What follows belongs to an exercise in optimizing a design on an open flow for small area, a short achievable clock period and few clock cycles; a production flow would make more cautious choices. RTL that was checked went through simulation tests only; none was proved equivalent to the original. Function not checked in runs 1 to 3: the RTL went through the layout flow alone. Power and IR drop assume default switching activity.

$ cat flow/config.mk
export PLATFORM = sky130hd
export DESIGN_NAME = JAM
export DESIGN_NICKNAME = JAM
export VERILOG_FILES = /design/flow/design.v
export SDC_FILE = /design/flow/constraint.sdc
export NUM_CORES = 4
export LEC_CHECK = 0
export CAP_MARGIN = 20
export CORE_MARGIN = 2
export CORE_UTILIZATION = 40
export SETUP_SLACK_MARGIN = 5
export SLEW_MARGIN = 20
$ cat flow/constraint.sdc
create_clock -name core_clock -period 10.0 [get_ports {CLK}]
set_input_delay 2.0000 -clock core_clock [delete_from_list [all_inputs] [get_ports {CLK}]]
set_output_delay 2.0000 -clock core_clock [all_outputs]
set_load 0.01 [all_outputs]
$ cat flow/design.v
module JAM (
	input				CLK,
	input				RST,
	output	reg	[2:0]	W,
	output	reg	[2:0]	J,
	input		[6:0]	Cost,
	output	reg	[3:0]	MatchCount,
	output	reg	[9:0]	MinCost,
	output	reg			Valid
);
localparam	S_A		= 4'd0;		 
localparam	S_WAIT	= 4'd1;		 
localparam	S_SEL	= 4'd2;		 
localparam	S_C		= 4'd3;		 
localparam	S_D		= 4'd4;		 
localparam	S_AUG	= 4'd5;		 
localparam	S_U		= 4'd6;		 
localparam	S_B1	= 4'd7;		 
localparam	S_B2	= 4'd8;		 
localparam	S_CNT	= 4'd9;		 
localparam	S_DONE	= 4'd10;
localparam	O_NONE	= 3'd0;
localparam	O_A		= 3'd1;
localparam	O_C		= 3'd2;
localparam	O_D		= 3'd3;
localparam	O_B1	= 3'd4;
localparam	O_B2	= 3'd5;
localparam	O_U		= 3'd6;
reg [3:0]	state;
reg [6:0]	nv   [0:7];		 
reg [7:0]	dst  [0:7];		 
reg [3:0]	pred [0:7];		 
reg [2:0]	p    [0:7];		 
reg [7:0]	mcol;			 
reg [7:0]	sc;				 
reg [8:0]	delta;			 
reg [7:0]	bv;				 
reg [2:0]	bj;				 
reg [2:0]	jc;				 
reg [2:0]	I;				 
reg			first;
reg [2:0]	op2;
reg [6:0]	c2;				 
reg [2:0]	j2;				 
reg [2:0]	w2;				 
reg			f2;				 
function [3:0] next_free;
	input [7:0] b;
	input [3:0] a;
	integer k;
	begin
		next_free = 4'd8;
		for (k = 7; k >= 0; k = k - 1)
			if (!b[k] && (a[3] || k > a)) next_free = k;
	end
endfunction
function [2:0] col_of;
	input [2:0] r;
	input [23:0] pp;
	integer k;
	begin
		col_of = 3'd0;
		for (k = 0; k < 8; k = k + 1)
			if (pp[3*k +: 3] == r) col_of = k;
	end
endfunction
wire [23:0]	p_flat = {p[7], p[6], p[5], p[4], p[3], p[2], p[1], p[0]};
wire [6:0]	nv2   = nv[j2];
wire [7:0]	dst2  = dst[j2];
wire [6:0]	nv_up2 = sc[j2] ? nv2 + delta[6:0] - dst2[6:0] : nv2;
wire [6:0]	nv_a  = (I == 3'd0) ? 7'd0 : nv_up2;
wire [7:0]	d_a   = c2 + nv_a;
wire [8:0]	nd    = delta + c2 + nv2;
wire		upd   = nd < {1'b0, dst2};
wire [7:0]	dn    = upd ? nd[7:0] : dst2;
wire [7:0]	tc    = c2 + nv2;
wire		tight = tc == delta[7:0];
wire [7:0]	onehot2 = 8'd1 << j2;
wire [3:0]	n_sc  = next_free(sc, {1'b0, J});
wire [3:0]	n_sc0 = next_free(sc, 4'd8);
wire [7:0]	onehotJ = 8'd1 << J;
wire [7:0]	trow  = dst[I];
wire [3:0]	n_cnt = next_free(~trow | sc, first ? 4'd8 : {1'b0, bj});
wire [2:0]	jbk   = pred[I - 3'd1][2:0];
wire [7:0]	sc_bk = sc & ~(8'd1 << jbk);
wire [3:0]	n_par = next_free(~dst[I - 3'd1] | sc_bk, {1'b0, jbk});
wire [3:0]	fa    = next_free(sc, 4'd8);
wire [3:0]	fb    = next_free(sc, fa);
wire [3:0]	fc    = next_free(sc, fb);
wire [7:0]	t5    = dst[5];
wire [7:0]	t6    = dst[6];
wire [7:0]	t7    = dst[7];
wire [2:0]	ra    = {t5[fc[2:0]], t5[fb[2:0]], t5[fa[2:0]]};
wire [2:0]	rb    = {t6[fc[2:0]], t6[fb[2:0]], t6[fa[2:0]]};
wire [2:0]	rc    = {t7[fc[2:0]], t7[fb[2:0]], t7[fa[2:0]]};
wire [2:0]	c5    = {2'b00, ra[0] & rb[1] & rc[2]} + {2'b00, ra[0] & rb[2] & rc[1]}
					+ {2'b00, ra[1] & rb[0] & rc[2]} + {2'b00, ra[1] & rb[2] & rc[0]}
					+ {2'b00, ra[2] & rb[0] & rc[1]} + {2'b00, ra[2] & rb[1] & rc[0]};
always @(posedge CLK) begin
	if (RST) begin
		state		<= S_A;
		op2			<= O_NONE;
		I			<= 3'd0;
		W			<= 3'd0;
		J			<= 3'd0;
		mcol		<= 8'd0;
		sc			<= 8'd0;
		MinCost		<= 10'd0;
		MatchCount	<= 4'd0;
		Valid		<= 1'b0;
	end else begin
		c2	<= Cost;
		j2	<= J;
		w2	<= W;
		case (op2)
		O_A: begin
			nv[j2]	<= nv_a;
			dst[j2]	<= d_a;
			pred[j2]	<= 4'b1000;
			sc[j2]	<= 1'b0;
			if (j2 == 3'd0 || d_a < bv) begin
				bv	<= d_a;
				bj	<= j2;
			end
		end
		O_U: begin
			nv[j2]	<= nv_up2;
		end
		O_C: begin
			delta	<= delta - {1'b0, tc};
		end
		O_D: begin
			if (upd) begin
				dst[j2]	<= nd[7:0];
				pred[j2]	<= {1'b0, jc};
			end
			if (f2 || dn < bv) begin
				bv	<= dn;
				bj	<= j2;
			end
		end
		O_B1: begin
			delta	<= {1'b0, tc};
			MinCost	<= MinCost + c2;
			bv		<= onehot2;
		end
		O_B2: begin
			if (tight) bv[j2] <= 1'b1;
			if (f2) dst[w2] <= bv | (tight ? onehot2 : 8'd0);
		end
		default: ;
		endcase
		op2	<= O_NONE;
		f2	<= 1'b0;
		case (state)
		S_A: begin
			op2		<= O_A;
			J		<= J + 3'd1;
			if (J == 3'd7) state <= S_WAIT;
		end
		S_WAIT: begin
			state	<= S_SEL;
		end
		S_SEL: begin
			delta	<= {1'b0, bv};
			J		<= bj;
			if (!mcol[bj]) begin
				state	<= S_AUG;
			end else begin
				sc[bj]	<= 1'b1;
				jc		<= bj;
				W		<= p[bj];
				state	<= S_C;
			end
		end
		S_C: begin
			op2		<= O_C;
			J		<= n_sc0[2:0];
			first	<= 1'b1;
			state	<= S_D;
		end
		S_D: begin
			op2		<= O_D;
			f2		<= first;
			first	<= 1'b0;
			if (!n_sc[3]) J <= n_sc[2:0];
			else state <= S_WAIT;
		end
		S_AUG: begin
			mcol[J]	<= 1'b1;
			if (pred[J][3]) begin
				p[J]	<= I;
				J		<= 3'd0;
				if (I == 3'd7) begin
					state	<= S_U;
				end else begin
					I		<= I + 3'd1;
					W		<= I + 3'd1;
					state	<= S_A;
				end
			end else begin
				p[J]	<= p[pred[J][2:0]];
				J		<= pred[J][2:0];
			end
		end
		S_U: begin
			op2		<= O_U;
			J		<= J + 3'd1;
			if (J == 3'd7) begin
				W		<= 3'd0;
				J		<= col_of(3'd0, p_flat);
				state	<= S_B1;
			end
		end
		S_B1: begin
			op2		<= O_B1;
			sc		<= onehotJ;
			J		<= next_free(onehotJ, 4'd8);
			state	<= S_B2;
		end
		S_B2: begin
			op2		<= O_B2;
			if (!n_sc[3]) begin
				J		<= n_sc[2:0];
			end else begin
				f2		<= 1'b1;
				if (W == 3'd7) begin
					sc		<= 8'd0;
					I		<= 3'd0;
					first	<= 1'b1;
					state	<= S_CNT;
				end else begin
					W		<= W + 3'd1;
					J		<= col_of(W + 3'd1, p_flat);
					state	<= S_B1;
				end
			end
		end
		S_CNT: begin
			if (I == 3'd5) MatchCount <= MatchCount + {1'b0, c5};
			if (I != 3'd5 && !n_cnt[3]) begin
				pred[I]	<= {1'b0, n_cnt[2:0]};
				sc[n_cnt[2:0]]	<= 1'b1;
				I		<= I + 3'd1;
				first	<= 1'b1;
			end else if (I == 3'd0) begin
				state	<= S_DONE;
			end else if (!n_par[3]) begin
				pred[I - 3'd1]	<= {1'b0, n_par[2:0]};
				sc		<= sc_bk | (8'd1 << n_par[2:0]);
				first	<= 1'b1;
			end else begin
				I		<= I - 3'd1;
				sc		<= sc_bk;
				bj		<= jbk;
				first	<= 1'b0;
			end
		end
		default: begin
			Valid	<= 1'b1;
		end
		endcase
	end
end
endmodule
$ cat flow/run.sh
#!/bin/bash
# synth_recipe.tcl (not shown) runs the flow's synth.tcl, then flattens the netlist and writes it again
# the make line also repeats each setting of config.mk as NAME=value (left out here)
make -C /OpenROAD-flow-scripts/flow DESIGN_CONFIG=/design/flow/config.mk WORK_HOME=/design/flow/orfs CLKGATE_MAP_FILE= SYNTH_SCRIPT=/design/flow/synth_recipe.tcl finish
==> summary.md, run 1 <==
| Metric | Value |
|---|---|
| Outcome | complete, no violations |
| Final core utilization | 48.48% |
| Initial core utilization | 40.36% |
| Drt total wl | 67690 µm |
| Clock Skews | 0.04661 ns |
| Crit end category | register |
| Share of the yosys chip area belonging to registers | 38.26% |
| Vias | about 17000 |
| Most used cell, CP | a21oi_2 |
| Initial antenna violation count | 2 |
| TNS Setup | 0 ns |
| Final period util | 61.46% |
| Row count | approximately 80 |
| Relative slew slack | 29.39% |
| Die X | 225.8 µm |
| CTS Buffer Depth | 3 |
| Synth Instances | roughly 1900 |
| CP max stage cell | fa_2 |
| H-tree depth | 1 |
| Highest cell delay on the worst timing path | 0.59 ns |
| GRT overflow | 0 |
| Required time of the critical path | around 10 ns |
| CTS Buf Count | 30 |
| CTS Root Cell | clkbuf_16 |
| Worst reg2reg setup slack | 3.85 ns |
| Die ar. | 50970 µm² |
| Critical path class | register to register |
| Crit path time final | 6.146 ns |
| Predominant post-synthesis flop cell | edfxtp_1 |
| Drt pass-1 iters | 9 |
| CP delay by family, top | compound AO/OA/AOI/OAI gates |
| First-pass GRT wire length | 99600 µm |
| Global placer's final weighted congestion | approximately 0.96 |
| Core area | 48750 µm² |
| FMAX | 162.7 MHz |
| Synth area leader | edfxtp_1 |
| I/O pin count | 30 |
| Mapped Nets | slightly above 2000 |
| Max cap viols | 0 |
| Crit path arrival time | 6.41 ns |
| Worst-Margin Slew | 1.030 ns |
| DR WL/cell | 25.15 µm |
| Post-route ant nets | 0 |
| Final Hold Viols | 0 |
| Worst hold path type | register to register |
| Post-Place Setup Slack | around 2.8 ns |
| Hold Slack | 0.4619 ns |
| R2R cell count | 25 |
| Seq cells post-synth | 273 |
| Worst skew pair latency | 0.61 ns |
| PwrDens | 306.1 nW/µm² |
| Largest net degree at the start of global routing | 47 |
| Total Routing Usage GR | 25.93% |
| Critical path launch point type | register |
| Share of the synthesized area in the top cell type | 31.44% |
| Sink Count | between 200 and 300 |
| Post-synth EDFFs | a little over 200 |
| Iter 0 DRT Violations | approximately 1900 |
| Final #Nets | 2131 |
| CTS clk-pin slew, worst paths | 0.06 ns |
| Crit Reg-Reg Endpoint | bv[1] |
| CTS tree | done |
| VDD IR max | 204.7 µV |
| Post-synth cell types | 90 |
| Worst Path Max Fanout | 8 |
| Vias/cell | 6.303 |
| Placed wire-length estimate | 48220 µm |
| N_diodes | 0 |
| RSZ-0062 raised after global routing | yes |
| Max Slew Vio Count | 0 |
| Die Y-Extent | 225.8 µm |
| CP Depth | 25 |
| Synth warnings | 1 |
| Synthesized area | 19670 µm² |
| Fraction of layout instances using a drive strength above 1 | a little under a quarter |
| # setup viols final | 0 |
| CP Buf/Inv Count | 1 |
| Area added between synthesis and finish | 20.13% |
| Main area contributors after synthesis | edfxtp_1, mux4_2, dfxtp_1 |
| Final worst slack | between 3 and 4 ns |
| Leakage | 0.008437 µW |
| Vias in the first global route | 16120 |
| PortBufs | 29 |
| Syn Area/Cell | 10.25 µm² |
| CP Capture Point | bv[1] |
| Count leader, synth | edfxtp_1 |
| Asr flop ratio synth | 0% |
| Synth top cells by count | edfxtp_1, nor2_1, nand2_1, a21oi_1, ha_1 |
| Residual DRC | 0 |
| Power Total | 7235 µW |
==> worst reg2reg max path, cell delays in order, from the launching register on <==
cell       delay (ns)
dfxtp_4          0.44
mux4_2           0.53
mux2_4           0.31
fa_2             0.59
ha_4             0.21
a21oi_2          0.20
nor2b_1          0.08
nor2_2           0.14
xnor2_2          0.16
ha_1             0.28
a211o_1          0.27
a21oi_2          0.14
nand4_1          0.14
buf_4            0.17
o2bb2ai_4        0.14
nor2_2           0.11
a21oi_2          0.05
ha_1             0.34
a21o_1           0.16
a21o_1           0.20
a221oi_4         0.26
nand3_1          0.11
mux2i_1          0.18
a21oi_2          0.10
a21o_1           0.21
a21oi_4          0.28
==> cells in the final DEF, fill, tap and decap left out, types with 28 or more instances in the layout <==
cell type and instances:
a21o_1 28, a21oi_1 121, a31oi_1 29, buf_4 88
clkbuf_16 33, clkdlybuf4s50_1 28, dfxtp_1 59, edfxtp_1 206
ha_1 89, inv_1 67, mux2i_1 69, mux4_2 85
nand2_1 152, nand3_1 43, nor2_1 175, nor2b_1 32
nor3_1 41, o21ai_0 63, xnor2_1 32
==> where the power goes <==
group	total, µW	switching, µW	leakage, µW	internal (µW)
logic	4400	2490	0.00552	1910
registers	1700	225	0.00244	1470
clock network	1140	498	0.000477	639
==> stage by stage <==
stage	instance area (µm²)	cells
3_5_place_dp	20730	2534
6_report	23640	2691
2_1_floorplan	19910	1920
3_3_place_gp	20720	2534
4_1_cts	22850	2651
5_1_grt	23640	2691
==> area by class of cell <==
| class | count | area (µm²) |
|---|---|---|
| clock buffer | 34 | 775.7 |
| fill | 4441 | 25110 |
| inverter | 74 | 287.8 |
| timing repair buffer | 154 | 1569 |
| clock inverter | 22 | 221.5 |
| multi-input combinational | 1470 | 12400 |
| tap | 664 | 830.8 |
| sequential | 273 | 7552 |
==> how the worst min path moves through the flow <==
stage	start	endpoint	depth (start not counted)
2_1_floorplan	mcol[6]	mcol[6]	2
3_3_place_gp	Valid	Valid	2
3_5_place_dp	Valid	Valid	2
4_1_cts	Valid	Valid	2
5_1_grt	mcol[5]	mcol[5]	2
6_report	Valid	Valid	2
==> sequential cells by signal, summed over array words and instances, names as in the netlist, 3 cells and up, named ones only <==
signal	cells
delta	9
J	3
pred	32
op2	3
jc	3
MatchCount	4
p	24
W	3
MinCost	10
j2	3
bj	3
sc	8
dst	64
w2	3
c2	7
bv	8
I	3
state	4
mcol	8
nv	56
==> kinds of logic after synthesis <==
kind of cell    Yosys count  synth area share (%)
compound gates          507                 17.38
xor+xnor                 66                 2.976
fa+ha+maj               120                 8.458
buf+inv                 178                 3.619
flops                   273                 38.26
mux                     191                 15.33
simple gates            585                 13.98
==> what timing repair did <==
action | CTS | global route
pin swaps | 59 | 64
resized for setup | 121 | 88
hold buffers | 0 | 0
endpoints found under the setup margin | 210 | 209
cloned | 1 | 3
buffers inserted | 60 | 36
endpoints found under the hold margin | 0 | 0
==> metal layers <==
layer | share of wire, % | global-route usage (%)
met5 | 0.038 | 0
met2 | 45 | 40.91
met1 | 41 | 35.29
met3 | 9.1 | 4.502
met4 | 4.5 | 10.70
==> inputs of run 2 (changes only) <==
--- a/flow/design.v
+++ b/flow/design.v
@@ -14,18 +14,17 @@
 localparam	S_C		= 4'd3;		 
 localparam	S_D		= 4'd4;		 
 localparam	S_AUG	= 4'd5;		 
-localparam	S_U		= 4'd6;		 
 localparam	S_B1	= 4'd7;		 
 localparam	S_B2	= 4'd8;		 
 localparam	S_CNT	= 4'd9;		 
 localparam	S_DONE	= 4'd10;
+localparam	S_UW	= 4'd6;		 
 localparam	O_NONE	= 3'd0;
 localparam	O_A		= 3'd1;
 localparam	O_C		= 3'd2;
 localparam	O_D		= 3'd3;
 localparam	O_B1	= 3'd4;
 localparam	O_B2	= 3'd5;
-localparam	O_U		= 3'd6;
 reg [3:0]	state;
 reg [6:0]	nv   [0:7];		 
 reg [7:0]	dst  [0:7];		 
@@ -34,6 +33,7 @@
 reg [7:0]	mcol;			 
 reg [7:0]	sc;				 
 reg [8:0]	delta;			 
+reg [7:0]	ur;				 
 reg [7:0]	bv;				 
 reg [2:0]	bj;				 
 reg [2:0]	jc;				 
@@ -44,6 +44,8 @@
 reg [2:0]	j2;				 
 reg [2:0]	w2;				 
 reg			f2;				 
+reg [6:0]	nvp;			 
+reg [7:0]	dstp;			 
 function [3:0] next_free;
 	input [7:0] b;
 	input [3:0] a;
@@ -65,18 +67,20 @@
 	end
 endfunction
 wire [23:0]	p_flat = {p[7], p[6], p[5], p[4], p[3], p[2], p[1], p[0]};
-wire [6:0]	nv2   = nv[j2];
-wire [7:0]	dst2  = dst[j2];
-wire [6:0]	nv_up2 = sc[j2] ? nv2 + delta[6:0] - dst2[6:0] : nv2;
-wire [6:0]	nv_a  = (I == 3'd0) ? 7'd0 : nv_up2;
-wire [7:0]	d_a   = c2 + nv_a;
-wire [8:0]	nd    = delta + c2 + nv2;
-wire		upd   = nd < {1'b0, dst2};
-wire [7:0]	dn    = upd ? nd[7:0] : dst2;
-wire [7:0]	tc    = c2 + nv2;
-wire		tight = tc == delta[7:0];
+wire [8:0]	nd    = delta + c2 + nvp;
+wire		upd   = nd < {1'b0, dstp};
+wire		take  = f2 || (upd ? nd < {1'b0, bv} : dstp < bv);
+wire [7:0]	d_a   = c2 + nvp;
+wire [7:0]	tc    = c2 + nvp;
+wire		tight = tc == ur;
 wire [7:0]	onehot2 = 8'd1 << j2;
+wire		byp   = (op2 == O_B1 || op2 == O_B2) && j2 == J;
+wire [6:0]	nvJ   = byp ? nvp : nv[J];
+wire [7:0]	dstJ  = dst[J];
+wire [6:0]	nv_upJ = ((state == S_A || ((state == S_B1 || state == S_B2) && W == 3'd0)) && sc[J]) ? nvJ + delta[6:0] - dstJ[6:0] : nvJ;
+wire [6:0]	nv_iss = (state == S_A && I == 3'd0) ? 7'd0 : nv_upJ;
 wire [3:0]	n_sc  = next_free(sc, {1'b0, J});
+wire [3:0]	n_mc  = next_free(mcol, {1'b0, J});
 wire [3:0]	n_sc0 = next_free(sc, 4'd8);
 wire [7:0]	onehotJ = 8'd1 << J;
 wire [7:0]	trow  = dst[I];
@@ -110,11 +114,13 @@
 		Valid		<= 1'b0;
 	end else begin
 		c2	<= Cost;
+		nvp	<= nv_iss;
+		dstp	<= dstJ;
 		j2	<= J;
 		w2	<= W;
 		case (op2)
 		O_A: begin
-			nv[j2]	<= nv_a;
+			nv[j2]	<= nvp;
 			dst[j2]	<= d_a;
 			pred[j2]	<= 4'b1000;
 			sc[j2]	<= 1'b0;
@@ -123,9 +129,6 @@
 				bj	<= j2;
 			end
 		end
-		O_U: begin
-			nv[j2]	<= nv_up2;
-		end
 		O_C: begin
 			delta	<= delta - {1'b0, tc};
 		end
@@ -134,17 +137,19 @@
 				dst[j2]	<= nd[7:0];
 				pred[j2]	<= {1'b0, jc};
 			end
-			if (f2 || dn < bv) begin
-				bv	<= dn;
+			if (take) begin
+				bv	<= upd ? nd[7:0] : dstp;
 				bj	<= j2;
 			end
 		end
 		O_B1: begin
-			delta	<= {1'b0, tc};
+			nv[j2]	<= nvp;
+			ur		<= tc;
 			MinCost	<= MinCost + c2;
 			bv		<= onehot2;
 		end
 		O_B2: begin
+			nv[j2]	<= nvp;
 			if (tight) bv[j2] <= 1'b1;
 			if (f2) dst[w2] <= bv | (tight ? onehot2 : 8'd0);
 		end
@@ -192,7 +197,7 @@
 				p[J]	<= I;
 				J		<= 3'd0;
 				if (I == 3'd7) begin
-					state	<= S_U;
+					state	<= S_UW;
 				end else begin
 					I		<= I + 3'd1;
 					W		<= I + 3'd1;
@@ -203,25 +208,21 @@
 				J		<= pred[J][2:0];
 			end
 		end
-		S_U: begin
-			op2		<= O_U;
-			J		<= J + 3'd1;
-			if (J == 3'd7) begin
-				W		<= 3'd0;
-				J		<= col_of(3'd0, p_flat);
-				state	<= S_B1;
-			end
+		S_UW: begin
+			W		<= 3'd0;
+			J		<= col_of(3'd0, p_flat);
+			state	<= S_B1;
 		end
 		S_B1: begin
 			op2		<= O_B1;
-			sc		<= onehotJ;
+			mcol	<= onehotJ;
 			J		<= next_free(onehotJ, 4'd8);
 			state	<= S_B2;
 		end
 		S_B2: begin
 			op2		<= O_B2;
-			if (!n_sc[3]) begin
-				J		<= n_sc[2:0];
+			if (!n_mc[3]) begin
+				J		<= n_mc[2:0];
 			end else begin
 				f2		<= 1'b1;
 				if (W == 3'd7) begin
--- a/flow/config.mk
+++ b/flow/config.mk
@@ -8,5 +8,5 @@
 export CAP_MARGIN = 20
 export CORE_MARGIN = 2
 export CORE_UTILIZATION = 40
-export SETUP_SLACK_MARGIN = 5
+export SETUP_SLACK_MARGIN = 4
 export SLEW_MARGIN = 20
==> run 2 against run 1 <==
  * Global-route usage down 1.8 points
  * Synthesized area grew 2.2%
  * Sequential cell count is 20 higher
  * Non-clock buffer count fell by 96
  * Combinational power decreased by 11%
  * Worst hold slack improved by 0.014 ns
  * First-iteration DRC count shrank 16%
  * Sequential share of layout area is 4.6 points higher
  * Via count down 5.4%
  * Sequential power up 19%
==> summary.md, run 2 <==
| Metric | Value |
|---|---|
| Outcome | complete, no violations |
| N_diodes | 0 |
| Die ar. | 52070 µm² |
| PwrDens | 327.5 nW/µm² |
| Crit path time final | 5.617 ns |
| Placed wire-length estimate | 46010 µm |
| CP max stage cell | dfxtp_1 |
| Synth area leader | edfxtp_1 |
| Most used cell, CP | fa_1 |
| PortBufs | 29 |
| Drt pass-1 iters | 5 |
| Worst reg2reg setup slack | 4.38 ns |
| Post-synthesis mux area share | between 10% and 20% |
| Multi-input gate area | 11260 µm² |
| Worst Path Max Fanout | 21 |
| Initial core utilization | 40.32% |
| Simple-gate share of the synthesized area | 12.86% |
| Fraction of layout instances using a drive strength above 1 | 13.21% |
| Crit end category | register |
| Biggest regs | dst: 64 flops, nv: 56 flops, pred: 32 flops |
| Mapped Nets | 2041 |
| GRT overflow | 0 |
| CP Capture Point | MatchCount[1] |
| RSZ-0062 raised after global routing | no |
| CP cell instances | nand4_1 > nor2_1 > a21boi_1 > o22ai_1 > a21oi_1 > a21oi_2 > mux2_2 > nand2_1 > o211ai_1 > and3_1 > fa_1 > fa_1 > inv_1 > fa_1 > inv_1 > fa_1 > mux2i_1 > nor2_1 |
| Predominant post-synthesis flop cell | edfxtp_1 |
| CTS clk-pin slew, worst paths | about 0.070 ns |
| Post-route ant nets | 0 |
| Critical path class | register to register |
| Core area | 49860 µm² |
| Critical Path Source | sc[4] |
| Leakage | 0.007950 µW |
| Number of fill cells in the layout | about 4800 |
| Synth Instances | 1911 |
| Post-synthesis compound-gate area fraction | 15.48% |
| Iter 0 DRT Violations | ~1600 |
| Final #Nets | 2032 |
| Critical path launch point type | register |
| Top routing layer used | met4 |
| CTS Buf Count | 37 |
| Relative slew slack | 19.05% |
| Post-synth cell types | 87 |
| Synth Area in Adders | 8.465% |
| Placed cell area | 21070 µm² |
| Area added between synthesis and finish | 11.22% |
| Clock Skews | 0.02475 ns |
| Final Cell Area | 22360 µm² |
| Die X | 228.2 µm |
| Asr flop ratio synth | 0% |
| # setup viols final | 0 |
| Count leader, synth | edfxtp_1 |
| Met3 routed WL | about 4700 µm |
| Required time of the critical path | 10.42 ns |
| Largest net degree at the start of global routing | 39 |
| Metal-1 WL | 27230 µm |
| CTS Buffer Depth | 3 |
| Largest family of logic cells by synthesized area | multiplexers |
| Max reg flops | 64 |
| Post-synth EDFFs | 229 |
| Max Slew Vio Count | 0 |
| Final Hold Viols | 0 |
| DR WL/cell | 24.28 µm |
| Flip-flop and latch area | 8164 µm² |
| Critical R2R Launch | sc[4] |
| Total length of routed met2 wires | slightly below 30000 µm |
| Reg with most FFs | dst |
| Die Y-Extent | 228.2 µm |
| Commonest non-fill, non-tap cells in the layout | edfxtp_1, a21oi_1, nor2_1 |
| First-pass GRT wire length | 96990 µm |
| Max cap viols | 0 |
| Sink Count | between 200 and 300 |
| Total Routing Usage GR | about a quarter |
| Share of the yosys chip area belonging to registers | ~41% |
| Vias/cell | between 6 and 7 |
| Seq cells post-synth | 293 |
| Worst skew pair latency | 0.55 ns |
| R2R cell count | 18 |
| Syn Area/Cell | 10.52 µm² |
| Crit Reg-Reg Endpoint | MatchCount[1] |
| TNS Setup | 0 ns |
| VDD IR max | 194.4 µV |
| Most common cell after layout, fill and taps aside | edfxtp_1 |
| Synthesized area | between 20000 and 25000 µm² |
| Residual DRC | 0 |
| Synth warnings | 1 |
| H-tree depth | 2 |
| Vias | 16050 |
| Crit path arrival time | 6.04 ns |
| Global placer's final weighted congestion | 0.9459 |
| Main area contributors after synthesis | edfxtp_1, mux4_2, dfxtp_1 |
| FMAX | 178.0 MHz |
| Synth top cells by count | edfxtp_1, a21oi_1, nor2_1, nand2_1, ha_1 |
| Worst-Margin Slew | 1.184 ns |
| CTS tree | done |
| Final period util | 56.17% |
| Worst hold path type | register to register |
| Power Total | 7322 µW |
| Vias in the first global route | 15740 |
| Initial antenna violation count | 0 |
| I/O pin count | 30 |
| Row count | 82 |
| Share of the synthesized area in the top cell type | 34.21% |
| Drt total wl | about 63000 µm |
| Highest cell delay on the worst timing path | 0.86 ns |
| CTS Root Cell | clkbuf_16 |
| Post-Synth XOR/XNOR Area | 3.137% |
run 2: layout make-up:
type	count	area share [%]
multi-input combinational	1423	50.35
sequential	293	36.51
clock buffer	40	4.287
tap	672	3.760
timing repair buffer	58	2.250
inverter	89	1.494
clock inverter	28	1.349
run 2: cell families after synthesis:
kind of cell / Yosys count
buf+inv: 195
mux: 199
fa+ha+maj: 124
simple gates: 545
compound gates: 483
xor+xnor: 72
flops: 293
run 2: how the worst min path moves through the flow:
stage	start	endpoint	slack (ns)	depth (start not counted)
5_1_grt	MinCost[5]	MinCost[5]	0.49	2
3_3_place_gp	MinCost[2]	MinCost[2]	0.46	2
3_5_place_dp	MinCost[5]	MinCost[5]	0.47	2
2_1_floorplan	bj[2]	jc[2]	0.44	0
6_report	MinCost[5]	MinCost[5]	0.48	2
4_1_cts	MinCost[5]	MinCost[5]	0.48	2
run 2: stage by stage:
stage	setup WS, ns	hold slack (ns)	utilization [%]	cells
6_report	4.383	0.4760	44.84	2603
3_3_place_gp	4.149	0.4622	42.23	2535
3_5_place_dp	4.045	0.4711	42.26	2535
5_1_grt	4.011	0.4895	44.84	2603
4_1_cts	4.072	0.4820	44.78	2603
2_1_floorplan	4.935	0.4396	-	1911
run 2: power by group:
group | internal, µW | total (µW) | switching, µW | leakage [µW]
clock network | 831 | 1400 | 564 | 0.000623
registers | 1690 | 2030 | 337 | 0.00262
logic | 1570 | 3900 | 2340 | 0.00471
run 2: repair_timing:
action                     in CTS  in global routing
gates resized for setup         0                  5
buffers inserted                0                  0
setup endpoints to repair       0                 11
hold buffers                    0                  0
run 2: worst max-delay path: cells and delay by family (launching register included):
kind	cells	cell delay, ns
flops	1	0.86
fa+ha+maj	4	1.87
mux	2	0.54
buf+inv	2	0.16
compound gates	5	1.22
simple gates	5	0.85
run 2: metal layers:
layer,up-vias,GRT usage [%]
met2,747,38.61
met3,120,3.400
met4,0,7.884
li1,7203,-
met1,7983,33.72
met5,-,0
==> inputs of run 3 (changes only) <==
--- a/flow/design.v
+++ b/flow/design.v
@@ -9,7 +9,6 @@
 	output	reg			Valid
 );
 localparam	S_A		= 4'd0;		 
-localparam	S_WAIT	= 4'd1;		 
 localparam	S_SEL	= 4'd2;		 
 localparam	S_C		= 4'd3;		 
 localparam	S_D		= 4'd4;		 
@@ -21,7 +20,6 @@
 localparam	S_UW	= 4'd6;		 
 localparam	O_NONE	= 3'd0;
 localparam	O_A		= 3'd1;
-localparam	O_C		= 3'd2;
 localparam	O_D		= 3'd3;
 localparam	O_B1	= 3'd4;
 localparam	O_B2	= 3'd5;
@@ -44,7 +42,8 @@
 reg [2:0]	j2;				 
 reg [2:0]	w2;				 
 reg			f2;				 
-reg [6:0]	nvp;			 
+reg [8:0]	q2;				 
+wire [6:0]	nvp = q2[6:0];
 reg [7:0]	dstp;			 
 function [3:0] next_free;
 	input [7:0] b;
@@ -67,13 +66,20 @@
 	end
 endfunction
 wire [23:0]	p_flat = {p[7], p[6], p[5], p[4], p[3], p[2], p[1], p[0]};
-wire [8:0]	nd    = delta + c2 + nvp;
+wire [8:0]	nd    = q2 + c2;
 wire		upd   = nd < {1'b0, dstp};
 wire		take  = f2 || (upd ? nd < {1'b0, bv} : dstp < bv);
 wire [7:0]	d_a   = c2 + nvp;
-wire [7:0]	tc    = c2 + nvp;
+wire [7:0]	tc    = d_a;
 wire		tight = tc == ur;
 wire [7:0]	onehot2 = 8'd1 << j2;
+wire		take_a = j2 == 3'd0 || d_a < bv;
+wire		take_f = (op2 == O_A) ? take_a : (op2 == O_D) && take;
+wire [7:0]	val_f  = (op2 == O_A) ? d_a : (upd ? nd[7:0] : dstp);
+wire [7:0]	bv_f   = take_f ? val_f : bv;
+wire [2:0]	bj_f   = take_f ? j2 : bj;
+wire		mc_f   = take_f ? mcol[j2] : mcol[bj];
+wire [2:0]	p_f    = take_f ? p[j2] : p[bj];
 wire		byp   = (op2 == O_B1 || op2 == O_B2) && j2 == J;
 wire [6:0]	nvJ   = byp ? nvp : nv[J];
 wire [7:0]	dstJ  = dst[J];
@@ -88,15 +94,22 @@
 wire [2:0]	jbk   = pred[I - 3'd1][2:0];
 wire [7:0]	sc_bk = sc & ~(8'd1 << jbk);
 wire [3:0]	n_par = next_free(~dst[I - 3'd1] | sc_bk, {1'b0, jbk});
-wire [3:0]	fa    = next_free(sc, 4'd8);
-wire [3:0]	fb    = next_free(sc, fa);
-wire [3:0]	fc    = next_free(sc, fb);
+wire [7:0]	fr    = ~sc;
+reg  [7:0]	f_lo, f_hi;
+integer q;
+always @(*) begin
+	for (q = 0; q < 8; q = q + 1) begin
+		f_lo[q] = fr[q] && ((fr & ((8'd1 << q) - 8'd1)) == 8'd0);
+		f_hi[q] = fr[q] && ((fr & ~((8'd2 << q) - 8'd1)) == 8'd0);
+	end
+end
+wire [7:0]	f_mid = fr & ~f_lo & ~f_hi;
 wire [7:0]	t5    = dst[5];
 wire [7:0]	t6    = dst[6];
 wire [7:0]	t7    = dst[7];
-wire [2:0]	ra    = {t5[fc[2:0]], t5[fb[2:0]], t5[fa[2:0]]};
-wire [2:0]	rb    = {t6[fc[2:0]], t6[fb[2:0]], t6[fa[2:0]]};
-wire [2:0]	rc    = {t7[fc[2:0]], t7[fb[2:0]], t7[fa[2:0]]};
+wire [2:0]	ra    = {|(t5 & f_hi), |(t5 & f_mid), |(t5 & f_lo)};
+wire [2:0]	rb    = {|(t6 & f_hi), |(t6 & f_mid), |(t6 & f_lo)};
+wire [2:0]	rc    = {|(t7 & f_hi), |(t7 & f_mid), |(t7 & f_lo)};
 wire [2:0]	c5    = {2'b00, ra[0] & rb[1] & rc[2]} + {2'b00, ra[0] & rb[2] & rc[1]}
 					+ {2'b00, ra[1] & rb[0] & rc[2]} + {2'b00, ra[1] & rb[2] & rc[0]}
 					+ {2'b00, ra[2] & rb[0] & rc[1]} + {2'b00, ra[2] & rb[1] & rc[0]};
@@ -114,7 +127,7 @@
 		Valid		<= 1'b0;
 	end else begin
 		c2	<= Cost;
-		nvp	<= nv_iss;
+		q2	<= (state == S_D) ? delta + {2'b00, nvJ} - {2'b00, nv[jc]} : {2'b00, nv_iss};
 		dstp	<= dstJ;
 		j2	<= J;
 		w2	<= W;
@@ -124,13 +137,10 @@
 			dst[j2]	<= d_a;
 			pred[j2]	<= 4'b1000;
 			sc[j2]	<= 1'b0;
-			if (j2 == 3'd0 || d_a < bv) begin
+			if (take_a) begin
 				bv	<= d_a;
 				bj	<= j2;
 			end
-		end
-		O_C: begin
-			delta	<= delta - {1'b0, tc};
 		end
 		O_D: begin
 			if (upd) begin
@@ -161,25 +171,22 @@
 		S_A: begin
 			op2		<= O_A;
 			J		<= J + 3'd1;
-			if (J == 3'd7) state <= S_WAIT;
-		end
-		S_WAIT: begin
-			state	<= S_SEL;
+			if (J == 3'd7) state <= S_SEL;
 		end
 		S_SEL: begin
-			delta	<= {1'b0, bv};
-			J		<= bj;
-			if (!mcol[bj]) begin
+			delta	<= {1'b0, bv_f};
+			J		<= bj_f;
+			if (!mc_f) begin
 				state	<= S_AUG;
 			end else begin
-				sc[bj]	<= 1'b1;
-				jc		<= bj;
-				W		<= p[bj];
+				sc[bj_f]	<= 1'b1;
+				jc		<= bj_f;
+				W		<= p_f;
 				state	<= S_C;
 			end
 		end
 		S_C: begin
-			op2		<= O_C;
+			delta	<= delta - {2'b00, Cost};
 			J		<= n_sc0[2:0];
 			first	<= 1'b1;
 			state	<= S_D;
@@ -189,7 +196,7 @@
 			f2		<= first;
 			first	<= 1'b0;
 			if (!n_sc[3]) J <= n_sc[2:0];
-			else state <= S_WAIT;
+			else state <= S_SEL;
 		end
 		S_AUG: begin
 			mcol[J]	<= 1'b1;
==> run 3 against run 2 <==
  * Cell count is 3.4% higher
  * Global-route usage is 1.4 points higher
  * Sequential power is 3% lower
  * Largest power group unchanged
  * Synthesized cell count is 4.1% higher
  * Critical path depth is 1 lower
  * Count of clock-buffer cells in the layout is 7 higher
  * Combinational power is 5% lower
  * Via count is 4.0% higher
  * Critical path type unchanged
  * Setup slack worse by 0.17 ns
  * Register-to-register slack worse by 0.17 ns
  * Sequential share of layout area is 0.18 points lower
==> summary.md, run 3 <==
| Metric | Value |
|---|---|
| Outcome | complete, no violations |
| Flop pwr share | between 20% and 30% |
| Worst hold path type | register to register |
| Reg with most FFs | dst |
| Max cap viols | 0 |
| Max Slew Vio Count | 0 |
| GRT overflow | 0 |
| # setup viols final | 0 |
| P_int | 3939 µW |
| Hold Slack | 0.4781 ns |
| Crit path arrival time | 5.98 ns |
| Vias/cell | between 6 and 7 |
| Worst-Margin Slew | a little over 1 ns |
| Placed insts | around 2600 |
| CTS Buffer Depth | 3 |
| TNS Setup | 0 ns |
| Crit end category | register |
| Count leader, synth | edfxtp_1 |
| R2R cell count | 17 |
| Number of fill cells in the layout | 4821 |
| Sink Count | approximately 300 |
| Crit path time final | 5.783 ns |
| Sw Share | 43.70% |
| Clock Skews | 0.03025 ns |
| Synth area leader | edfxtp_1 |
| Synthesized area | 20730 µm² |
| Drt total wl | 68420 µm |
| H-tree depth | 2 |
| Post-Place Setup Slack | 4.241 ns |
| Crit Reg-Reg Endpoint | dst[0][3] |
| Largest net degree at the start of global routing | 53 |
| Asr flop ratio synth | 0% |
| Drt pass-1 iters | 5 |
| Main area contributors after synthesis | edfxtp_1, mux4_2, dfxtp_1 |
| Leakage | 0.008266 µW |
| Synth Instances | between 1500 and 2000 |
| Residual DRC | 0 |
| Final std cells w/o fill | 2691 |
| N_diodes | 0 |
| Critical Path Source | q2[0] |
| Worst reg2reg setup slack | approximately 4.2 ns |
| Final Hold Viols | 0 |
| FMAX | 172.9 MHz |
| Mapped Nets | 2110 |
| Post-synthesis compound-gate area fraction | 16.63% |
| CTS clk-pin slew, worst paths | 0.06 ns |
| Initial core utilization | 40.42% |
| Share of the synthesized area in the top cell type | around 33% |
| CP Capture Point | dst[0][3] |
| I/O pin count | 30 |
| Post-route ant nets | 0 |
| Syn Area/Cell | 10.42 µm² |
| Iter 0 DRT Violations | about 1500 |
| P_sw | 3057 µW |
| Post-synthesis mux area share | 15.71% |
| Row count | 83 |
| Power Total | around 7000 µW |
| Die ar. | between 50000 and 60000 µm² |
| Placed wire-length estimate | 50500 µm |
| Share of the yosys chip area belonging to registers | 40.21% |
| Vias in the first global route | 16480 |
| Post-Synth XOR/XNOR Area | 3.252% |
| Commonest non-fill, non-tap cells in the layout | edfxtp_1, a21oi_1, nor2_1 |
| Critical path launch point type | register |
| PortBufs | 29 |
| Die X | 231.7 µm |
| Synth Area in Adders | roughly 7.4% |
| Largest family of logic cells by synthesized area | compound AO/OA/AOI/OAI gates |
| Relative slew slack | between 30% and 40% |
| Initial antenna violation count | 0 |
| Comb pwr share | 53.1% |
| Biggest regs | dst: 64 flops, nv: 56 flops, pred: 32 flops |
| Seq cells post-synth | approximately 300 |
| Post-synth cell types | 93 |
| RSZ-0062 raised after global routing | yes |
| Final worst slack | approximately 4.2 ns |
| Predominant post-synthesis flop cell | edfxtp_1 |
| Max reg flops | 64 |
| Final period util | just under 60% |
| Area added between synthesis and finish | 10.72% |
| Total Routing Usage GR | 25.55% |
| Synth top cells by count | edfxtp_1, a21oi_1, nor2_1, nand2_1, inv_1 |
| VDD IR max | 164.5 µV |
| First-pass GRT wire length | 103500 µm |
| CTS Root Cell | clkbuf_16 |
| DR WL/cell | 25.43 µm |
| Die Y-Extent | 231.7 µm |
| Required time of the critical path | 10.19 ns |
| Simple-gate share of the synthesized area | 12.47% |
| Critical R2R Launch | q2[0] |
| PwrDens | 304.7 nW/µm² |
| Worst Path Max Fanout | 33 |
| CTS Buf Count | 36 |
| Global placer's final weighted congestion | between 0.9 and 1 |
| Clk pwr share | 18.8% |
| Fraction of layout instances using a drive strength above 1 | 14.02% |
| Most common cell after layout, fill and taps aside | edfxtp_1 |
| Worst skew pair latency | 0.59 ns |
| Hold buffer count at cts | 0 |
| Synth warnings | 1 |
| Core area | 51300 µm² |
| Final #Nets | around 2100 |
| CTS tree | done |
| Post-synth EDFFs | roughly 230 |
| Critical path class | register to register |
| Vias | between 15000 and 20000 |
-- run 3: cell type report --
class / instances / area [µm²] / share of cell area [%]
clock inverters: 18 / 183.9 / 0.8011
well taps: 680 / 850.8 / 3.706
inverters: 111 / 416.7 / 1.815
repair buffers: 70 / 596.8 / 2.600
flip-flops and latches: 301 / 8342 / 36.33
multi-input cells: 1464 / 11600 / 50.55
clock buffers: 47 / 963.4 / 4.196
-- run 3: worst max-delay path, cell delays in order (launching register included) --
cell	delay [ns]
edfxtp_1	0.49
ha_1	0.25
inv_1	0.06
fa_1	0.39
nor2b_1	0.19
o21ai_0	0.10
a21oi_1	0.62
ha_1	0.38
a211o_1	0.26
a21oi_1	0.12
o21ai_0	0.10
a31o_2	0.29
or2_2	0.32
nor3_2	0.19
buf_4	0.38
or2_2	0.34
a21oi_1	0.21
nor2_1	0.67
-- run 3: worst min-delay path by stage --
stage | slack, ns | endpoint | from | depth (start not counted)
global placement | 0.47 | MinCost[6] | MinCost[6] | 2
CTS | 0.49 | MinCost[5] | MinCost[5] | 2
finish | 0.48 | MinCost[5] | MinCost[5] | 2
global route | 0.51 | MinCost[5] | MinCost[5] | 2
detailed placement | 0.48 | MinCost[5] | MinCost[5] | 2
floorplan | 0.49 | pred[7][3] | pred[7][3] | 2
-- run 3: repair_timing --
item / CTS / global route
resized for setup: 0 / 8
endpoints found under the setup margin: 0 / 81
buffers inserted: 0 / 0
-- run 3: metrics by stage --
| stage | area (µm²) | util (%) |
|---|---|---|
| 2_1_floorplan | 20730 | - |
| 3_3_place_gp | 21770 | 42.43 |
| 3_5_place_dp | 21770 | 42.43 |
| 4_1_cts | 22920 | 44.67 |
| 5_1_grt | 22960 | 44.75 |
| 6_report | 22960 | 44.75 |
-- run 3: power by group through the flow --
stage / Sequential, µW / Combinational (µW) / Clock, µW
2_1_floorplan: 1820 / 2730 / 0
3_3_place_gp: 1980 / 3570 / 0
3_5_place_dp: 1990 / 3640 / 0
4_1_cts: 1960 / 3660 / 1330
5_1_grt: 1990 / 4070 / 1380
6_report: 1970 / 3710 / 1310
-- run 3: kinds of logic after synthesis --
| family | after synthesis |
|---|---|
| compound gates | 528 |
| fa+ha+maj | 111 |
| buf+inv | 225 |
| mux | 196 |
| xor+xnor | 77 |
| flops | 301 |
| simple gates | 552 |
-- run 3: metal layers --
layer / track usage [%] / vias to the layer above / share of wire [%]
li1: - / 7528 / -
met5: 0 / - / 0
met3: 4.220 / 151 / 6.8
met4: 9.115 / 0 / 3.7
met1: 32.84 / 8285 / 41
met2: 43.44 / 730 / 49
==> inputs of run 4 (changes only) <==
--- a/flow/design.v
+++ b/flow/design.v
@@ -26,7 +26,7 @@
 reg [3:0]	state;
 reg [6:0]	nv   [0:7];		 
 reg [7:0]	dst  [0:7];		 
-reg [3:0]	pred [0:7];		 
+reg [2:0]	pred [0:7];		 
 reg [2:0]	p    [0:7];		 
 reg [7:0]	mcol;			 
 reg [7:0]	sc;				 
@@ -85,13 +85,14 @@
 wire [7:0]	dstJ  = dst[J];
 wire [6:0]	nv_upJ = ((state == S_A || ((state == S_B1 || state == S_B2) && W == 3'd0)) && sc[J]) ? nvJ + delta[6:0] - dstJ[6:0] : nvJ;
 wire [6:0]	nv_iss = (state == S_A && I == 3'd0) ? 7'd0 : nv_upJ;
+wire [8:0]	dq    = first ? delta - {2'b00, q2[6:0]} : delta;
 wire [3:0]	n_sc  = next_free(sc, {1'b0, J});
 wire [3:0]	n_mc  = next_free(mcol, {1'b0, J});
 wire [3:0]	n_sc0 = next_free(sc, 4'd8);
 wire [7:0]	onehotJ = 8'd1 << J;
 wire [7:0]	trow  = dst[I];
 wire [3:0]	n_cnt = next_free(~trow | sc, first ? 4'd8 : {1'b0, bj});
-wire [2:0]	jbk   = pred[I - 3'd1][2:0];
+wire [2:0]	jbk   = pred[I - 3'd1];
 wire [7:0]	sc_bk = sc & ~(8'd1 << jbk);
 wire [3:0]	n_par = next_free(~dst[I - 3'd1] | sc_bk, {1'b0, jbk});
 wire [7:0]	fr    = ~sc;
@@ -127,7 +128,7 @@
 		Valid		<= 1'b0;
 	end else begin
 		c2	<= Cost;
-		q2	<= (state == S_D) ? delta + {2'b00, nvJ} - {2'b00, nv[jc]} : {2'b00, nv_iss};
+		q2	<= (state == S_D) ? dq + {2'b00, nvJ} : {2'b00, nv_iss};
 		dstp	<= dstJ;
 		j2	<= J;
 		w2	<= W;
@@ -135,7 +136,7 @@
 		O_A: begin
 			nv[j2]	<= nvp;
 			dst[j2]	<= d_a;
-			pred[j2]	<= 4'b1000;
+			pred[j2]	<= j2;
 			sc[j2]	<= 1'b0;
 			if (take_a) begin
 				bv	<= d_a;
@@ -145,7 +146,7 @@
 		O_D: begin
 			if (upd) begin
 				dst[j2]	<= nd[7:0];
-				pred[j2]	<= {1'b0, jc};
+				pred[j2]	<= jc;
 			end
 			if (take) begin
 				bv	<= upd ? nd[7:0] : dstp;
@@ -195,12 +196,13 @@
 			op2		<= O_D;
 			f2		<= first;
 			first	<= 1'b0;
+			delta	<= dq;
 			if (!n_sc[3]) J <= n_sc[2:0];
 			else state <= S_SEL;
 		end
 		S_AUG: begin
 			mcol[J]	<= 1'b1;
-			if (pred[J][3]) begin
+			if (pred[J] == J) begin
 				p[J]	<= I;
 				J		<= 3'd0;
 				if (I == 3'd7) begin
@@ -211,8 +213,8 @@
 					state	<= S_A;
 				end
 			end else begin
-				p[J]	<= p[pred[J][2:0]];
-				J		<= pred[J][2:0];
+				p[J]	<= p[pred[J]];
+				J		<= pred[J];
 			end
 		end
 		S_UW: begin
@@ -247,14 +249,14 @@
 		S_CNT: begin
 			if (I == 3'd5) MatchCount <= MatchCount + {1'b0, c5};
 			if (I != 3'd5 && !n_cnt[3]) begin
-				pred[I]	<= {1'b0, n_cnt[2:0]};
+				pred[I]	<= n_cnt[2:0];
 				sc[n_cnt[2:0]]	<= 1'b1;
 				I		<= I + 3'd1;
 				first	<= 1'b1;
 			end else if (I == 3'd0) begin
 				state	<= S_DONE;
 			end else if (!n_par[3]) begin
-				pred[I - 3'd1]	<= {1'b0, n_par[2:0]};
+				pred[I - 3'd1]	<= n_par[2:0];
 				sc		<= sc_bk | (8'd1 << n_par[2:0]);
 				first	<= 1'b1;
 			end else begin
--- a/flow/config.mk
+++ b/flow/config.mk
@@ -8,5 +8,5 @@
 export CAP_MARGIN = 20
 export CORE_MARGIN = 2
 export CORE_UTILIZATION = 40
-export SETUP_SLACK_MARGIN = 4
+export SETUP_SLACK_MARGIN = 5
 export SLEW_MARGIN = 20
==> run 4 against run 3 <==
  * Synthesized cell count rose by 1.3%
  * Setup slack improved by 0.98 ns
  * Core utilization rose by 0.91 points
  * Design area fell by 0.22%
  * Critical path depth fell by 4
  * Via count rose by 0.66%
  * Routed wire length fell by 2.1%
  * Sequential cell count fell by 11
  * Die area fell by 1.8%
  * Non-clock buffer count rose by 12
  * First-iteration DRC count rose by 14%
  * Combinational power rose by 2%
==> summary.md, run 4 <==
| Metric | Value |
|---|---|
| Outcome | complete, no violations |
| Die Y-Extent | between 200 and 250 µm |
| Drt total wl | 67010 µm |
| Number of fill cells in the layout | 4775 |
| Synth top cells by count | edfxtp_1, nand2_1, a21oi_1, nor2_1, o21ai_0 |
| CP cell instances | clkbuf_8 > inv_1 > ha_2 > buf_6 > mux4_2 > mux2i_2 > o22ai_1 > a32oi_2 > nor4b_4 > nor4_2 > o31ai_2 > nor2b_4 > o21bai_1 |
| Post-Place Setup Slack | 3.764 ns |
| DR WL/cell | 24.60 µm |
| Synth warnings | 1 |
| Seq cells post-synth | 290 |
| WHS Endpoint | MinCost[6] |
| Residual DRC | 0 |
| Hold Slack | 0.4805 ns |
| Worst hold path type | register to register |
| Worst-Margin Slew | 1.133 ns |
| Hold Startpoint | MinCost[6] |
| VDD IR max | 180.7 µV |
| Final #Nets | 2145 |
| Asr flop ratio synth | 0% |
| Worst Path Max Fanout | 30 |
| Post-synth EDFFs | 231 |
| Placed wire-length estimate | 49790 µm |
| Reg with most FFs | dst |
| Drt pass-1 iters | 5 |
| Max cap viols | 0 |
| PortBufs | 29 |
| CTS Root Cell | clkbuf_16 |
| Highest cell delay on the worst timing path | roughly 0.49 ns |
| Placed cell area | between 20000 and 25000 µm² |
| R2R cell count | 13 |
| # setup viols final | 0 |
| Count leader, synth | edfxtp_1 |
| GRT overflow | 0 |
| Synth Instances | 2016 |
| PwrDens | 307.5 nW/µm² |
| Most common cell after layout, fill and taps aside | edfxtp_1 |
| Iter 0 DRT Violations | 1687 |
| Die X | between 200 and 250 µm |
| Final Cell Area | around 23000 µm² |
| Synth area leader | edfxtp_1 |
| Critical R2R Launch | I[0] |
| CTS clk-pin slew, worst paths | 0.06 ns |
| Syn Area/Cell | 10.09 µm² |
| Vias/cell | 6.169 |
| Critical path launch point type | register |
| Post-route ant nets | 0 |
| Initial antenna violation count | 1 |
| Final Hold Viols | 0 |
| Crit path time final | between 4 and 5 ns |
| Vias in the first global route | 16380 |
| Share of the synthesized area in the top cell type | 34.10% |
| Total Routing Usage GR | between 20% and 30% |
| Critical path class | register to register |
| Worst reg2reg setup slack | ~5.2 ns |
| Final worst slack | 5.201 ns |
| H-tree depth | 2 |
| CP max stage cell | ha_2 |
| CP Buf/Inv Count | 3 |
| Relative slew slack | 23.87% |
| Post-synth cell types | 92 |
| Core area | 50170 µm² |
| FMAX | 208.4 MHz |
| Max reg flops | 64 |
| Required time of the critical path | 10.22 ns |
| Biggest regs | dst: 64 flops, nv: 56 flops |
| Die ar. | between 50000 and 60000 µm² |
| Hold Crit Depth | 2 |
| Sink Count | between 200 and 300 |
| Share of the yosys chip area belonging to registers | 39.90% |
| RSZ-0062 raised after global routing | no |
| Predominant post-synthesis flop cell | edfxtp_1 |
| Clock Skews | 0.01239 ns |
| CTS Buf Count | 36 |
| Worst skew pair latency | 0.56 ns |
| TNS Setup | 0 ns |
| CP delay by family, top | compound AO/OA/AOI/OAI gates |
| Crit path arrival time | 5.02 ns |
| CTS tree | done |
| Largest net degree at the start of global routing | 51 |
| Synthesized area | 20340 µm² |
| Crit end category | register |
| Fraction of layout instances using a drive strength above 1 | 13.55% |
| Initial core utilization | about 40% |
| Commonest non-fill, non-tap cells in the layout | edfxtp_1, nand2_1, a21oi_1 |
| Row count | between 80 and 90 |
| Placed insts | 2647 |
| Global placer's final weighted congestion | 0.9515 |
| Max Slew Vio Count | 0 |
| CTS Buffer Depth | 3 |
| Final std cells w/o fill | 2724 |
| Main area contributors after synthesis | edfxtp_1, mux4_2, ha_1 |
| Leakage | 0.008227 µW |
| Crit Reg-Reg Endpoint | pred[1][1] |
| First-pass GRT wire length | 101800 µm |
| Vias | about 17000 |
| Mapped Nets | 2135 |
| I/O pin count | 30 |
| Final period util | 47.99% |
| Area added between synthesis and finish | 12.60% |
==> run 4: cell count changes after synthesis, sizes merged, moves of 11 or more <==
cell,before,now
and2,3,14
mux2,33,22
a211oi,43,32
mux4,100,70
nor3,48,37
a31oi,24,35
nand3,54,43
mux2i,63,108
nor2b,42,54
a21oi,180,163
o21ai,97,122
dfxtp,70,59
nand2,156,171
==> run 4: how the worst max path moves through the flow <==
stage	to	slack [ns]	cells past startpoint	from
finish	pred[1][1]	5.20	13	I[0]
global route	dst[0][3]	4.95	18	q2[1]
CTS	pred[0][2]	5.00	13	I[0]
detailed placement	dst[1][4]	3.76	18	q2[0]
global placement	dst[1][4]	3.92	18	q2[0]
floorplan	delta[5]	5.05	19	q2[1]
==> run 4: cells by family (layout without fill, tap and decap cells) <==
logic type / count (synthesis) / after routing / share of synthesized area, %
flops: 290 / 290 / 39.90
other cells: 0 / 1 / 0
compound gates: 544 / 544 / 17.03
xor+xnor: 79 / 79 / 3.438
simple gates: 575 / 576 / 13.79
mux: 200 / 200 / 14.30
buf+inv: 218 / 252 / 4.225
fa+ha+maj: 110 / 110 / 7.319
==> run 4: final cells by class <==
class	count	area (µm²)	area share (%)
multi-input cells	1509	11640	50.81
flip-flops and latches	290	8122	35.45
diodes	1	2.502	0.01092
clock buffers	43	948.4	4.140
repair buffers	82	705.7	3.081
inverters	107	401.6	1.753
well taps	672	840.8	3.671
clock inverters	20	246.5	1.076
==> run 4: where the power goes <==
group          internal [µW]  leakage (µW)  switching (µW)
clock                    809      0.000570             534
combinational           1530       0.00503            2250
sequential              1650       0.00263             269
total                   3990       0.00823            3050
==> run 4: what timing repair did <==
item | in CTS | in global routing
endpoints found under the setup margin | 176 | 149
buffers inserted | 4 | 7
hold buffers | 0 | 0
resized for setup | 22 | 40
pin swaps | 2 | 7
gates cloned | 0 | 1
==> run 4: worst min-delay path, stage by stage, from the launching register on <==
cell     delay (ns)
dfxtp_1        0.33
nand2_1        0.06
a21oi_1        0.05
==> run 4: layer usage <==
layer | global-route usage, % | vias up | wire [µm]
li1 | - | 7598 | -
met1 | 33.14 | 8221 | 27670
met2 | 40.94 | 810 | 31360
met3 | 4.382 | 176 | 5210
met4 | 10.67 | 0 | 2770
met5 | 0 | - | 0
==> run 4: per-stage QoR <==
stage | util, % | power (µW)
6_report | 45.66 | 7043
5_1_grt | 45.65 | 7503
4_1_cts | 45.18 | 6932
3_5_place_dp | 42.57 | 5525
3_3_place_gp | 42.57 | 5455
2_1_floorplan | - | 4407
Testbench counts of run 4, summed over its fixed seeds: cycles 11,742.
==> inputs of run 5 (changes only) <==
--- a/flow/config.mk
+++ b/flow/config.mk
@@ -5,6 +5,7 @@
 export SDC_FILE = /design/flow/constraint.sdc
 export NUM_CORES = 4
 export LEC_CHECK = 0
+export ABC_AREA = 1
 export CAP_MARGIN = 20
 export CORE_MARGIN = 2
 export CORE_UTILIZATION = 40
==> run 5 against run 4 <==
  * Critical path depth rose by 6
  * Highest routed layer is now met5
  * Clock power barely moved
  * Synthesized area fell by 0.85%
  * Critical endpoint is now dst[7][1]
  * Sequential cell count did not move
  * Sequential power fell by 12%
  * Core utilization fell by 0.43 points
  * Still clean on timing, DRC and antenna
  * Via count rose by 15%
  * Routed wire length rose by 9.2%
  * Critical path type unchanged
  * Synthesized cell count rose by 28%
==> summary.md, run 5 <==
| Metric | Value |
|---|---|
| Outcome | complete, no violations |
| Synth top cells by count | nand2_1, o21ai_0, inv_1, nor2_1, edfxtp_1 |
| Share of the yosys chip area belonging to registers | 40.24% |
| GRT overflow | 0 |
| Worst Path Max Fanout | 14 |
| Synthesized area | 20170 µm² |
| RSZ-0062 raised after global routing | no |
| Die X | 228.6 µm |
| Clock Skews | 0.03552 ns |
| CTS Buffer Depth | 3 |
| # setup viols final | 0 |
| Vias | a little under 20000 |
| Power Total | ~6000 µW |
| Placed wire-length estimate | between 50000 and 60000 µm |
| Leakage | 0.008988 µW |
| Fraction of layout instances using a drive strength above 1 | 7.467% |
| Predominant post-synthesis flop cell | edfxtp_1 |
| Row count | 82 |
| Final #Nets | 2718 |
| Die ar. | 52240 µm² |
| Iter 0 DRT Violations | slightly above 2000 |
| Post-route ant nets | 0 |
| Global placer's final weighted congestion | 0.9952 |
| First-pass GRT wire length | 110200 µm |
| Drt total wl | 73190 µm |
| Seq cells post-synth | 290 |
| Count leader, synth | nand2_1 |
| Top routing layer used | met5 |
| Sink Count | between 200 and 300 |
| Vias in the first global route | 18250 |
| Post-synthesis mux area share | 0.04962% |
| CTS clk-pin slew, worst paths | 0.06 ns |
| Crit path time final | 4.712 ns |
| Most common cell after layout, fill and taps aside | nand2_1 |
| Simple-gate share of the synthesized area | 19.24% |
| Main area contributors after synthesis | edfxtp_1, o21ai_0, nand2_1 |
| DR WL/cell | 22.20 µm |
| Residual DRC | 0 |
| Largest net degree at the start of global routing | 72 |
| PwrDens | around 270 nW/µm² |
| Required time of the critical path | 10.22 ns |
| Max reg flops | 64 |
| Vias/cell | 5.840 |
| Final Hold Viols | 0 |
| Reg with most FFs | dst |
| Syn Area/Cell | 7.816 µm² |
| Synth warnings | 1 |
| Crit path arrival time | 4.93 ns |
| Max Slew Vio Count | 0 |
| Share of the synthesized area in the top cell type | 34.39% |
| Final Cell Area | 22600 µm² |
| Core area | 49970 µm² |
| H-tree depth | 2 |
| Biggest regs | dst: 64 flops, nv: 56 flops |
| Max cap viols | 0 |
| Hold buffer count at cts | 0 |
| Total length of routed met2 wires | approximately 33000 µm |
| CTS Root Cell | clkbuf_16 |
| N_diodes | 0 |
| Worst skew pair latency | between 0.5 and 0.6 ns |
| Worst hold path type | register to register |
| Worst-Margin Slew | 1.147 ns |
| Synth Area in Adders | 7.381% |
| Initial core utilization | approximately two fifths |
| Critical path launch point type | register |
| VDD IR max | 156.6 µV |
| Drt pass-1 iters | 7 |
| Synth area leader | edfxtp_1 |
| I/O pin count | 30 |
| Placed cell area | 21130 µm² |
| Synth Instances | 2581 |
| Critical path class | register to register |
| CTS tree | done |
| Area added between synthesis and finish | 12.03% |
| Relative slew slack | 23.09% |
| Final core utilization | around 45% |
| Metal-1 WL | 30760 µm |
| Post-Synth XOR/XNOR Area | 2.525% |
| Total Routing Usage GR | 27.42% |
| FMAX | 212.2 MHz |
| Die Y-Extent | 228.6 µm |
| Initial antenna violation count | 2 |
| Post-synthesis compound-gate area fraction | 21.83% |
| Crit end category | register |
| Largest family of logic cells by synthesized area | compound AO/OA/AOI/OAI gates |
| TNS Setup | 0 ns |
| CTS Buf Count | 36 |
| Met3 routed WL | 5880 µm |
| Asr flop ratio synth | 0% |
| PortBufs | 29 |
| Final period util | 47.12% |
| Post-synth EDFFs | ~230 |
| Commonest non-fill, non-tap cells in the layout | nand2_1, o21ai_0, inv_1 |
| Mapped Nets | 2700 |
| Post-synth cell types | 65 |
## run 5: cell types whose count changed in the layout (fill, tap and decap cells not counted), moves of 53 or more
| cell | change |
|---|---|
| nor2_1 | +124 |
| mux4_2 | -70 |
| o21ai_0 | +203 |
| mux2i_1 | -97 |
| nand3_1 | +53 |
| inv_1 | +206 |
| o21ai_1 | +58 |
| nand2_1 | +241 |
## run 5: final cells by class
class	count	area [µm²]
Fill cell	4955	27370
Clock buffer	47	1006
Timing Repair Buffer	80	676.9
Sequential cell	290	8122
Inverter	341	1292
Multi-Input combinational cell	1850	10490
Tap cell	672	840.8
Clock inverter	17	167.7
## run 5: timing repair
action	CTS	global route
cloned	0	1
buffers inserted	7	8
setup endpoints to repair	134	122
endpoints found under the hold margin	0	0
resized for setup	15	18
pin swaps	2	4
## run 5: cells by family after synthesis
group	after synthesis
XOR/XNOR	56
AO/OA/AOI/OAI	771
multiplexers	1
buffers and inverters	442
flip-flops	290
AND/OR/NAND/NOR	911
adder cells (fa/ha/maj)	110
## run 5: per-layer routing
metal / up-vias / track usage (%)
met5: - / 0
met4: 2 / 12.60
met3: 167 / 5.115
met2: 879 / 43.67
met1: 9220 / 36.15
li1: 8985 / -
## run 5: where the power goes
part | internal (µW) | switching, µW
Clock | 767 | 550
Sequential | 1520 | 166
Combinational | 953 | 2040
## run 5: stage by stage
stage / setup slack, ns / hold WS, ns / std cells
after global placement: 4.402 / 0.4487 / 3217
after detailed placement: 4.200 / 0.4572 / 3217
final: 5.288 / 0.4620 / 3297
after floorplan: 5.663 / 0.4532 / 2581
after CTS: 5.012 / 0.4669 / 3288
after global routing: 4.992 / 0.4932 / 3297
## run 5: worst paths after layout
kind / cells after the start / start / end / slack, ns
worst min register to register: 2 / MinCost[9] / MinCost[9] / 0.46
worst min-delay path: 2 / MinCost[9] / MinCost[9] / 0.46
worst max-delay path: 19 / c2[1] / dst[7][1] / 5.29
worst max register to register: 19 / c2[1] / dst[7][1] / 5.29
## run 5: worst max-delay path, stage by stage, from the launching register on
cell and delay (ns):
edfxtp_1 0.45, inv_1 0.16, fa_1 0.49, nand3b_1 0.20
nand2_2 0.15, nand3_1 0.12, nand3_2 0.13, xor2_4 0.27
ha_1 0.30, a21oi_1 0.15, nand2_1 0.07, nand2_1 0.09
nand3_4 0.17, nor3_2 0.34, inv_1 0.17, o21ai_0 0.11
inv_1 0.19, nand2_1 0.30, nand3_1 0.19, inv_1 0.30
==> inputs of run 6 (changes only) <==
==> flow/flow/run.sh (new file) <==
#!/bin/bash
set -euo pipefail
sed 's/SETUP_SLACK_MARGIN=[0-9.]*/SETUP_SLACK_MARGIN=6/' standard.sh > standard_margin.sh
grep -q 'SETUP_SLACK_MARGIN=6' standard_margin.sh
bash standard_margin.sh > flow_make.log 2>&1
==> flow/standard.sh (new file) <==
#!/bin/bash
# synth_recipe.tcl (not shown) runs the flow's synth.tcl, then flattens the netlist and writes it again
# the make line also repeats each setting of config.mk as NAME=value (left out here)
make -C /OpenROAD-flow-scripts/flow DESIGN_CONFIG=/design/flow/config.mk WORK_HOME=/design/flow/orfs CLKGATE_MAP_FILE= SYNTH_SCRIPT=/design/flow/synth_recipe.tcl "${@:-finish}"
removed: flow/run.sh
==> run 6 against run 5 <==
  * Worst hold slack got worse by 0.0050 ns
  * Clock power rose by 14%
  * Sequential power is essentially flat
  * Combinational power increased by 18%
  * Synthesized area is the same
  * Clock skew fell by 0.0033 ns
  * Core utilization grew 3.9 points
  * Synthesized cell count unchanged
  * Highest routed layer is now met4
==> summary.md, run 6 <==
| Metric | Value |
|---|---|
| Die Y-Extent | between 200 and 250 µm |
| CTS Root Cell | clkbuf_16 |
| Crit end category | register |
| Outcome | complete, no violations |
| Main area contributors after synthesis | edfxtp_1, o21ai_0, nand2_1 |
| Share of the yosys chip area belonging to registers | 40.24% |
| Placed wire-length estimate | ~54000 µm |
| # setup viols final | 0 |
| Initial core utilization | about two fifths |
| Comb pwr share | 52.8% |
| Synth top cells by count | nand2_1, o21ai_0, inv_1, nor2_1, edfxtp_1 |
| CTS Buf Count | 36 |
| Row count | 82 |
| Clk pwr share | 22.3% |
| Core area | 49970 µm² |
| CTS clk-pin slew, worst paths | about 0.06 ns |
| Largest family of logic cells by synthesized area | compound AO/OA/AOI/OAI gates |
| Reg with most FFs | dst |
| Synth area leader | edfxtp_1 |
| CTS Buffer Depth | 3 |
| Most common cell after layout, fill and taps aside | nand2_1 |
| Commonest non-fill, non-tap cells in the layout | nand2_1, o21ai_0, inv_1 |
| Crit Reg-Reg Endpoint | jc[0] |
| Post-route ant nets | 0 |
| H-tree depth | 2 |
| Final worst slack | 5.807 ns |
| Syn Area/Cell | 7.816 µm² |
| Die X | 228.6 µm |
| Max Slew Vio Count | 0 |
| Worst Path Max Fanout | 6 |
| Total Routing Usage GR | 27.99% |
| Synth warnings | 1 |
| Asr flop ratio synth | 0% |
| Final period util | 41.93% |
| Hold Crit Depth | 2 |
| Predominant post-synthesis flop cell | edfxtp_1 |
| Post-synth cell types | 65 |
| Flop pwr share | 25.0% |
| Count leader, synth | nand2_1 |
| CTS tree | done |
| I/O pin count | 30 |
| Critical path class | register to register |
| Synth Instances | 2581 |
| Number of fill cells in the layout | 4808 |
| Hold buffer count at cts | 0 |
| Vias | 20170 |
| Drt total wl | 77840 µm |
| P_sw | 3024 µW |
| Mapped Nets | 2700 |
| Vias in the first global route | 18570 |
| GRT overflow | 0 |
| Synth Area in Adders | 7.381% |
| Final core utilization | around 50% |
| P_int | about 3700 µW |
| PortBufs | 29 |
| Seq cells post-synth | just under 300 |
| Max cap viols | 0 |
| Critical path launch point type | register |
| Fraction of layout instances using a drive strength above 1 | 16.46% |
| Synthesized area | 20170 µm² |
| DR WL/cell | 22.98 µm |
| Initial antenna violation count | 1 |
| Sw Share | 44.98% |
| VDD IR max | 166.9 µV |
| Required time of the critical path | 10.28 ns |
| N_diodes | 0 |
| Share of the synthesized area in the top cell type | 34.39% |
| Post-synthesis compound-gate area fraction | 21.83% |
| Residual DRC | 0 |
| Die ar. | 52240 µm² |
| Critical R2R Launch | q2[0] |
[run 6: logic make-up after synthesis]
group | Yosys count
buffers and inverters | 442
AO/OA/AOI/OAI | 771
flip-flops | 290
adder cells (fa/ha/maj) | 110
multiplexers | 1
AND/OR/NAND/NOR | 911
XOR/XNOR | 56
[run 6: how the worst max path moves through the flow]
stage | start | to | slack [ns] | cells past startpoint
after floorplan | q2[0] | jc[0] | 6.02 | 26
after global placement | q2[2] | jc[1] | 4.51 | 26
after detailed placement | q2[2] | jc[1] | 4.37 | 26
after CTS | q2[0] | jc[0] | 5.76 | 25
after global routing | q2[0] | jc[0] | 5.62 | 27
final | q2[0] | jc[0] | 5.81 | 26
[run 6: layout make-up]
type	instances	area (µm²)	area share [%]
clock buffers	40	958.4	3.908
well taps	672	840.8	3.428
repair inverters	2	16.27	0.06632
clock inverters	26	390.4	1.592
multi-input cells	1851	11230	45.78
repair buffers	165	1565	6.382
inverters	341	1361	5.550
flip-flops and latches	290	8167	33.30
[run 6: through the flow]
stage	power (µW)	hold slack [ns]
detailed placement	4572	0.4473
global placement	4545	0.4469
finish	6723	0.4570
CTS	6304	0.4610
floorplan	3596	0.4532
global route	7115	0.4990
[run 6: worst max-delay path, cell delays in order, from the launching register on]
cell	delay, ns
edfxtp_1	0.40
ha_2	0.22
inv_2	0.05
fa_2	0.38
nand3b_1	0.18
nand2_2	0.16
xor2_4	0.24
ha_4	0.24
and3_1	0.14
nand2_1	0.06
nand2_1	0.09
nand2_2	0.08
nand2_2	0.06
nand2_2	0.09
nand3_4	0.12
nand2_4	0.12
nand2_4	0.06
o21bai_4	0.24
buf_6	0.18
nand3_4	0.13
nand3b_1	0.14
nand2_2	0.06
nand2_2	0.08
nand3_4	0.12
nand2_2	0.12
nand2_4	0.06
nor2_4	0.12
[run 6: power groups by stage]
stage | clock (µW) | combinational, µW | sequential (µW)
floorplan | 0 | 1990 | 1610
global placement | 0 | 2840 | 1710
detailed placement | 0 | 2870 | 1710
CTS | 1520 | 3110 | 1670
global route | 1560 | 3860 | 1690
finish | 1500 | 3550 | 1680
[run 6: routing by layer]
metal,part of all wire [%],global-route usage (%),up-vias
li1,-,-,9188
met1,41,37.06,9657
met2,46,45.69,1092
met3,8.8,4.029,229
met4,4.9,12.03,0
met5,0,0,-
[run 6: repair_timing]
action,CTS,global route
resized for setup,126,180
pin swaps,12,50
cloned,1,7
endpoints found under the setup margin,287,227
setup buffers,31,64
